Context: an optimization exercise on an open-source flow, tuned for a short achievable clock period and few clock cycles. The choices shown serve that exercise and are no tape-out recipe.
Only simulation tests tie the RTL to the original design; equivalence was not proved.

==> flow/design.v <==
module wisc_core (
	err, halt, imem_addr, dmem_addr, dmem_wdata, dmem_en, dmem_wr,
	clk, rst, imem_rdata, dmem_rdata
	);
	input clk;
	input rst;
	output err;
	output halt;
	output [15:0] imem_addr;
	input  [15:0] imem_rdata;
	output [15:0] dmem_addr;
	output [15:0] dmem_wdata;
	output dmem_en;
	output dmem_wr;
	input  [15:0] dmem_rdata;
	reg [15:0] pc_f;             
	reg [15:0] p2_f;             
	reg [15:0] ir_x;             
	reg [15:0] pc2_x;            
	reg        v_x;              
	reg        pt_x;             
	reg [15:0] pt_tgt_x;         
	reg [7:0]   bt_v;
	reg [103:0] bt_pc;
	reg [127:0] bt_tgt;
	reg [127:0] bt_tgt2;
	reg [15:0] m_addr, m_wdata;  
	reg        m_en, m_wr, m_ld;
	reg [2:0]  m_rd;             
	reg        halted;
	reg        err_r;
	reg [15:0] r0, r1, r2, r3, r4, r5, r6, r7;
	wire [4:0] op = ir_x[15:11];
	wire [2:0] rs = ir_x[10:8];
	wire [2:0] rt = ir_x[7:5];
	wire [2:0] rd = ir_x[4:2];
	wire i_halt  = (op == 5'b00000);
	wire i_ill   = (op[4:1] == 4'b0001);
	wire i_j     = (op == 5'b00100);
	wire i_jr    = (op == 5'b00101);
	wire i_jal   = (op == 5'b00110);
	wire i_jalr  = (op == 5'b00111);
	wire i_subi  = (op == 5'b01000);
	wire i_immal = (op[4:2] == 3'b010);    
	wire i_br    = (op[4:2] == 3'b011);
	wire i_st    = (op == 5'b10000);
	wire i_ld    = (op == 5'b10001);
	wire i_slbi  = (op == 5'b10010);
	wire i_stu   = (op == 5'b10011);
	wire i_shi   = (op[4:2] == 3'b101);
	wire i_lbi   = (op == 5'b11000);
	wire i_btr   = (op == 5'b11001);
	wire i_shr   = (op == 5'b11010);
	wire i_arith = (op == 5'b11011);
	wire i_set   = (op[4:2] == 3'b111);
	wire rs_used = ~(op[4:2] == 3'b000 || i_j || i_jal || i_lbi);
	wire rt_used = i_st | i_stu | i_shr | i_arith | i_set;
	function [15:0] rsel(input [2:0] s, input [15:0] a0, input [15:0] a1,
		input [15:0] a2, input [15:0] a3, input [15:0] a4, input [15:0] a5,
		input [15:0] a6, input [15:0] a7);
		case (s)
			3'd0: rsel = a0; 3'd1: rsel = a1; 3'd2: rsel = a2; 3'd3: rsel = a3;
			3'd4: rsel = a4; 3'd5: rsel = a5; 3'd6: rsel = a6; default: rsel = a7;
		endcase
	endfunction
	wire [15:0] A = rsel(rs, r0, r1, r2, r3, r4, r5, r6, r7);
	wire [15:0] B = rsel(rt, r0, r1, r2, r3, r4, r5, r6, r7);
	wire stall = v_x & m_ld & ((rs_used & (rs == m_rd)) | (rt_used & (rt == m_rd)));
	wire ex = v_x & ~stall & ~halted;    
	wire [15:0] imm5s  = {{11{ir_x[4]}}, ir_x[4:0]};
	wire [15:0] imm5z  = {11'd0, ir_x[4:0]};
	wire [15:0] imm8s  = {{8{ir_x[7]}}, ir_x[7:0]};
	wire [15:0] imm11s = {{5{ir_x[10]}}, ir_x[10:0]};
	wire sub_op = i_subi | (i_arith & (ir_x[1:0] == 2'b01));
	wire [15:0] add_a = sub_op ? ~A : A;
	wire [15:0] add_b = i_arith ? B : imm5s;
	wire [15:0] sum = add_a + add_b + {15'd0, sub_op};
	wire [16:0] diff = {1'b0, A} + {1'b0, ~B} + 17'd1;
	wire lt  = (A[15] ^ B[15]) ? A[15] : diff[15];
	wire eq  = (A == B);
	wire [16:0] csum = {1'b0, A} + {1'b0, B};
	reg set_v;
	always @(*) begin
		case (op[1:0])
			2'b00: set_v = eq;
			2'b01: set_v = lt;
			2'b10: set_v = lt | eq;
			default: set_v = csum[16];
		endcase
	end
	wire [3:0] cnt = i_shr ? B[3:0] : ir_x[3:0];
	wire [1:0] sop = i_shr ? ir_x[1:0] : op[1:0];
	wire [31:0] rotl_w = {A, A} << cnt;
	wire [31:0] rotr_w = {A, A} >> cnt;
	reg [15:0] shv;
	always @(*) begin
		case (sop)
			2'b00: shv = rotl_w[31:16];           
			2'b01: shv = A << cnt;                
			2'b10: shv = rotr_w[15:0];            
			default: shv = A >> cnt;              
		endcase
	end
	wire [15:0] rev;
	genvar gi;
	generate for (gi = 0; gi < 16; gi = gi + 1) begin : g_rev
		assign rev[gi] = A[15-gi];
	end endgenerate
	wire [15:0] lop_b = i_arith ? B : imm5z;
	wire [15:0] xorv  = A ^ lop_b;
	wire [15:0] andnv = A & ~lop_b;
	wire is_xor = i_arith ? (ir_x[1:0] == 2'b10) : (op[1:0] == 2'b11);
	wire is_andn = i_arith ? (ir_x[1:0] == 2'b11) : (op[1:0] == 2'b10);
	reg [15:0] res;
	always @(*) begin
		if (i_jal | i_jalr)            res = pc2_x;
		else if (i_set)                res = {15'd0, set_v};
		else if (i_shi | i_shr)        res = shv;
		else if (i_btr)                res = rev;
		else if (i_lbi)                res = imm8s;
		else if (i_slbi)               res = {A[7:0], ir_x[7:0]};
		else if (is_xor & (i_immal | i_arith))  res = xorv;
		else if (is_andn & (i_immal | i_arith)) res = andnv;
		else                           res = sum;
	end
	wire wr_en = i_immal | i_shi | i_ld | i_stu | i_lbi | i_slbi | i_btr |
		i_shr | i_arith | i_set | i_jal | i_jalr;
	wire wr_x = ex & wr_en & ~i_ld;    
	reg [2:0] wsel;
	always @(*) begin
		if (i_jal | i_jalr)                    wsel = 3'd7;
		else if (i_stu | i_lbi | i_slbi)       wsel = rs;
		else if (i_immal | i_shi | i_ld)       wsel = rt;
		else                                   wsel = rd;
	end
	reg cond;
	always @(*) begin
		case (op[1:0])
			2'b00: cond = (A != 16'd0);
			2'b01: cond = (A == 16'd0);
			2'b10: cond = A[15];
			default: cond = ~A[15];
		endcase
	end
	wire [15:0] tgt_pc  = pc2_x + ((i_j | i_jal) ? imm11s : imm8s);
	wire [15:0] tgt_reg = A + imm8s;
	wire taken = i_j | i_jal | i_jr | i_jalr | (i_br & cond);
	wire ctl = i_j | i_jal | i_jr | i_jalr | i_br;
	wire redirect = ex & ((taken != pt_x) | ((i_jr | i_jalr) & (tgt_reg != pt_tgt_x)));
	wire [15:0] npc = ~taken ? pc2_x : (i_jr | i_jalr) ? tgt_reg : tgt_pc;
	wire [15:0] npc2 = npc + 16'd2;
	wire [2:0] bt_i = p2_f[3:1];
	wire bt_hit = bt_v[bt_i] & (bt_pc[13*bt_i +: 13] == {p2_f[15:4], p2_f[0]});
	wire [15:0] p4_f = p2_f + 16'd2;
	wire res_sum = ~(i_jal | i_jalr | i_set | i_shi | i_shr | i_btr | i_lbi | i_slbi |
		((is_xor | is_andn) & (i_immal | i_arith)));
	wire [15:0] zc = {add_a[14:0] | add_b[14:0], sub_op};
	wire x_zero = wr_x & res_sum & ((add_a ^ add_b) == zc);
	wire f_can = bt_hit & ~redirect & ~stall & x_zero;     
	wire f_exit = f_can & (imem_rdata[15:11] == 5'b01100) & (imem_rdata[10:8] == wsel);
	wire m_ld_wr = m_ld;    
	always @(posedge clk) begin
		if (rst) begin
			pc_f   <= 16'd0;
			p2_f   <= 16'd2;
			v_x    <= 1'b0;
			m_en   <= 1'b0;
			m_wr   <= 1'b0;
			m_ld   <= 1'b0;
			halted <= 1'b0;
			err_r  <= 1'b0;
		end else begin
			if (f_exit) begin
				pc_f  <= p2_f;
				p2_f  <= p4_f;
				ir_x  <= imem_rdata;
				pc2_x <= p2_f;
				pt_x  <= 1'b0;
				v_x   <= 1'b1;
			end else if (redirect) begin
				pc_f <= npc;
				p2_f <= npc2;
				v_x  <= 1'b0;
			end else if (!stall) begin
				pc_f  <= bt_hit ? bt_tgt[16*bt_i +: 16] : p2_f;
				p2_f  <= bt_hit ? bt_tgt2[16*bt_i +: 16] : p4_f;
				ir_x  <= imem_rdata;
				pc2_x <= p2_f;
				pt_tgt_x <= bt_tgt[16*bt_i +: 16];
				pt_x  <= bt_hit;
				v_x   <= 1'b1;
			end
			m_en <= ex & (i_st | i_ld | i_stu);
			m_wr <= ex & (i_st | i_stu);
			m_ld <= ex & i_ld;
			if (ex & i_halt) halted <= 1'b1;
			err_r <= ex & i_ill;
		end
		m_addr  <= sum;
		m_wdata <= B;
		m_rd    <= rt;
	end
	always @(posedge clk) begin
		if (rst)
			bt_v <= 8'd0;
		else if (ex & ctl) begin
			bt_v[pc2_x[3:1]] <= taken;
			bt_pc[13*pc2_x[3:1] +: 13]   <= {pc2_x[15:4], pc2_x[0]};
			bt_tgt[16*pc2_x[3:1] +: 16]  <= npc;
			bt_tgt2[16*pc2_x[3:1] +: 16] <= npc2;
		end
	end
	always @(posedge clk) begin
		if (m_ld_wr & (m_rd == 3'd0)) r0 <= dmem_rdata;
		if (m_ld_wr & (m_rd == 3'd1)) r1 <= dmem_rdata;
		if (m_ld_wr & (m_rd == 3'd2)) r2 <= dmem_rdata;
		if (m_ld_wr & (m_rd == 3'd3)) r3 <= dmem_rdata;
		if (m_ld_wr & (m_rd == 3'd4)) r4 <= dmem_rdata;
		if (m_ld_wr & (m_rd == 3'd5)) r5 <= dmem_rdata;
		if (m_ld_wr & (m_rd == 3'd6)) r6 <= dmem_rdata;
		if (m_ld_wr & (m_rd == 3'd7)) r7 <= dmem_rdata;
		if (wr_x & (wsel == 3'd0)) r0 <= res;
		if (wr_x & (wsel == 3'd1)) r1 <= res;
		if (wr_x & (wsel == 3'd2)) r2 <= res;
		if (wr_x & (wsel == 3'd3)) r3 <= res;
		if (wr_x & (wsel == 3'd4)) r4 <= res;
		if (wr_x & (wsel == 3'd5)) r5 <= res;
		if (wr_x & (wsel == 3'd6)) r6 <= res;
		if (wr_x & (wsel == 3'd7)) r7 <= res;
	end
	assign imem_addr  = pc_f;
	assign dmem_addr  = m_addr;
	assign dmem_wdata = m_wdata;
	assign dmem_en    = m_en;
	assign dmem_wr    = m_wr;
	assign halt       = halted;
	assign err        = err_r;
endmodule
Settings: LEC_CHECK=0, ABC_CLOCK_PERIOD_IN_PS=4000, CAP_MARGIN=20, CORE_MARGIN=2, CORE_UTILIZATION=40, SLEW_MARGIN=20; clock period 24.0 ns.
standard.sh (not shown) runs the stock make flow with config.mk's settings and CLKGATE_MAP_FILE= SYNTH_SCRIPT=/design/flow/synth_recipe.tcl, a recipe that flattens the netlist after the stock synthesis.
==> flow/flow/run.sh <==
#!/bin/bash
# Layout flow: the standard flow (standard.sh, unchanged synthesis), with
# strong port buffers and timing repair that aims for much more setup slack
# than the 24 ns clock needs. Each tool's output goes to a log file here.
set -e
export SETUP_SLACK_MARGIN=18.3
export BUFFER_PORTS_ARGS="-buffer_cell sky130_fd_sc_hd__buf_4"
bash standard.sh > standard.log 2>&1
Testbench counts at the start, summed over its fixed seeds: cycles 97,587.
Edit:
--- a/flow/design.v
+++ b/flow/design.v
@@ -11,22 +11,15 @@
 	output [15:0] dmem_addr;
 	output [15:0] dmem_wdata;
 	output dmem_en;
 	output dmem_wr;
 	input  [15:0] dmem_rdata;
 	reg [15:0] pc_f;             
-	reg [15:0] p2_f;             
 	reg [15:0] ir_x;             
 	reg [15:0] pc2_x;            
 	reg        v_x;              
-	reg        pt_x;             
-	reg [15:0] pt_tgt_x;         
-	reg [7:0]   bt_v;
-	reg [103:0] bt_pc;
-	reg [127:0] bt_tgt;
-	reg [127:0] bt_tgt2;
 	reg [15:0] m_addr, m_wdata;  
 	reg        m_en, m_wr, m_ld;
 	reg [2:0]  m_rd;             
 	reg        halted;
 	reg        err_r;
 	reg [15:0] r0, r1, r2, r3, r4, r5, r6, r7;
@@ -142,76 +135,43 @@
 			default: cond = ~A[15];
 		endcase
 	end
 	wire [15:0] tgt_pc  = pc2_x + ((i_j | i_jal) ? imm11s : imm8s);
 	wire [15:0] tgt_reg = A + imm8s;
 	wire taken = i_j | i_jal | i_jr | i_jalr | (i_br & cond);
-	wire ctl = i_j | i_jal | i_jr | i_jalr | i_br;
-	wire redirect = ex & ((taken != pt_x) | ((i_jr | i_jalr) & (tgt_reg != pt_tgt_x)));
-	wire [15:0] npc = ~taken ? pc2_x : (i_jr | i_jalr) ? tgt_reg : tgt_pc;
-	wire [15:0] npc2 = npc + 16'd2;
-	wire [2:0] bt_i = p2_f[3:1];
-	wire bt_hit = bt_v[bt_i] & (bt_pc[13*bt_i +: 13] == {p2_f[15:4], p2_f[0]});
-	wire [15:0] p4_f = p2_f + 16'd2;
-	wire res_sum = ~(i_jal | i_jalr | i_set | i_shi | i_shr | i_btr | i_lbi | i_slbi |
-		((is_xor | is_andn) & (i_immal | i_arith)));
-	wire [15:0] zc = {add_a[14:0] | add_b[14:0], sub_op};
-	wire x_zero = wr_x & res_sum & ((add_a ^ add_b) == zc);
-	wire f_can = bt_hit & ~redirect & ~stall & x_zero;     
-	wire f_exit = f_can & (imem_rdata[15:11] == 5'b01100) & (imem_rdata[10:8] == wsel);
+	wire redirect = ex & taken;
+	wire [15:0] npc = (i_jr | i_jalr) ? tgt_reg : tgt_pc;
 	wire m_ld_wr = m_ld;    
 	always @(posedge clk) begin
 		if (rst) begin
 			pc_f   <= 16'd0;
-			p2_f   <= 16'd2;
 			v_x    <= 1'b0;
 			m_en   <= 1'b0;
 			m_wr   <= 1'b0;
 			m_ld   <= 1'b0;
 			halted <= 1'b0;
 			err_r  <= 1'b0;
 		end else begin
-			if (f_exit) begin
-				pc_f  <= p2_f;
-				p2_f  <= p4_f;
-				ir_x  <= imem_rdata;
-				pc2_x <= p2_f;
-				pt_x  <= 1'b0;
-				v_x   <= 1'b1;
-			end else if (redirect) begin
+			if (redirect) begin
 				pc_f <= npc;
-				p2_f <= npc2;
 				v_x  <= 1'b0;
 			end else if (!stall) begin
-				pc_f  <= bt_hit ? bt_tgt[16*bt_i +: 16] : p2_f;
-				p2_f  <= bt_hit ? bt_tgt2[16*bt_i +: 16] : p4_f;
+				pc_f  <= pc_f + 16'd2;
 				ir_x  <= imem_rdata;
-				pc2_x <= p2_f;
-				pt_tgt_x <= bt_tgt[16*bt_i +: 16];
-				pt_x  <= bt_hit;
+				pc2_x <= pc_f + 16'd2;
 				v_x   <= 1'b1;
 			end
 			m_en <= ex & (i_st | i_ld | i_stu);
 			m_wr <= ex & (i_st | i_stu);
 			m_ld <= ex & i_ld;
 			if (ex & i_halt) halted <= 1'b1;
 			err_r <= ex & i_ill;
 		end
 		m_addr  <= sum;
 		m_wdata <= B;
 		m_rd    <= rt;
-	end
-	always @(posedge clk) begin
-		if (rst)
-			bt_v <= 8'd0;
-		else if (ex & ctl) begin
-			bt_v[pc2_x[3:1]] <= taken;
-			bt_pc[13*pc2_x[3:1] +: 13]   <= {pc2_x[15:4], pc2_x[0]};
-			bt_tgt[16*pc2_x[3:1] +: 16]  <= npc;
-			bt_tgt2[16*pc2_x[3:1] +: 16] <= npc2;
-		end
 	end
 	always @(posedge clk) begin
 		if (m_ld_wr & (m_rd == 3'd0)) r0 <= dmem_rdata;
 		if (m_ld_wr & (m_rd == 3'd1)) r1 <= dmem_rdata;
 		if (m_ld_wr & (m_rd == 3'd2)) r2 <= dmem_rdata;
 		if (m_ld_wr & (m_rd == 3'd3)) r3 <= dmem_rdata;
After rerunning: Synthesized cell count decreases by 46%. First-iteration DRC count decreases by 27%. Sequential share of layout area decreases by 10 points. Design area decreases by 54%. Cell count decreases by 48%. Hold slack improved by 68 ps.
Testbench counts after the change, summed over its fixed seeds: cycles 101,860.

separate check: timing with driven ports:
In the flow no input, the clock included, has a driving cell. The finished layouts below were timed again as built, in two steps.
Step 1 (the two cells are an assumption about what drives the block):
set clk [get_ports {clk}]
set_driving_cell -lib_cell sky130_fd_sc_hd__clkbuf_16 $clk
set_driving_cell -lib_cell sky130_fd_sc_hd__buf_2 [delete_from_list [all_inputs] $clk]
Step 2 times the ports against the registers' clock, not the clock port: input delays grow and output delays shrink by t, the midpoint of the rising clock arrivals with the driver on.
a / b / c = no drivers / after step 1 / after step 2; a / b = the first two.
run | t (ns) | setup slack, ns | clock arrival spread, ns | worst register clock-pin slew, ns | pins driven straight from the clock port
the first run | 0.721 | 17.418 / 17.434 / 16.713 | 0.043 / 0.042 | 0.07 / 0.07 | 1
the second run | 0.611 | 18.140 / 18.079 / 18.008 | 0.041 / 0.041 | 0.07 / 0.07 | 1
After both steps setup and hold are still met in every run listed. For the first run, which loses most, drivers alone change the setup slack by +0.016 ns; drivers and shift together by -0.705 ns.
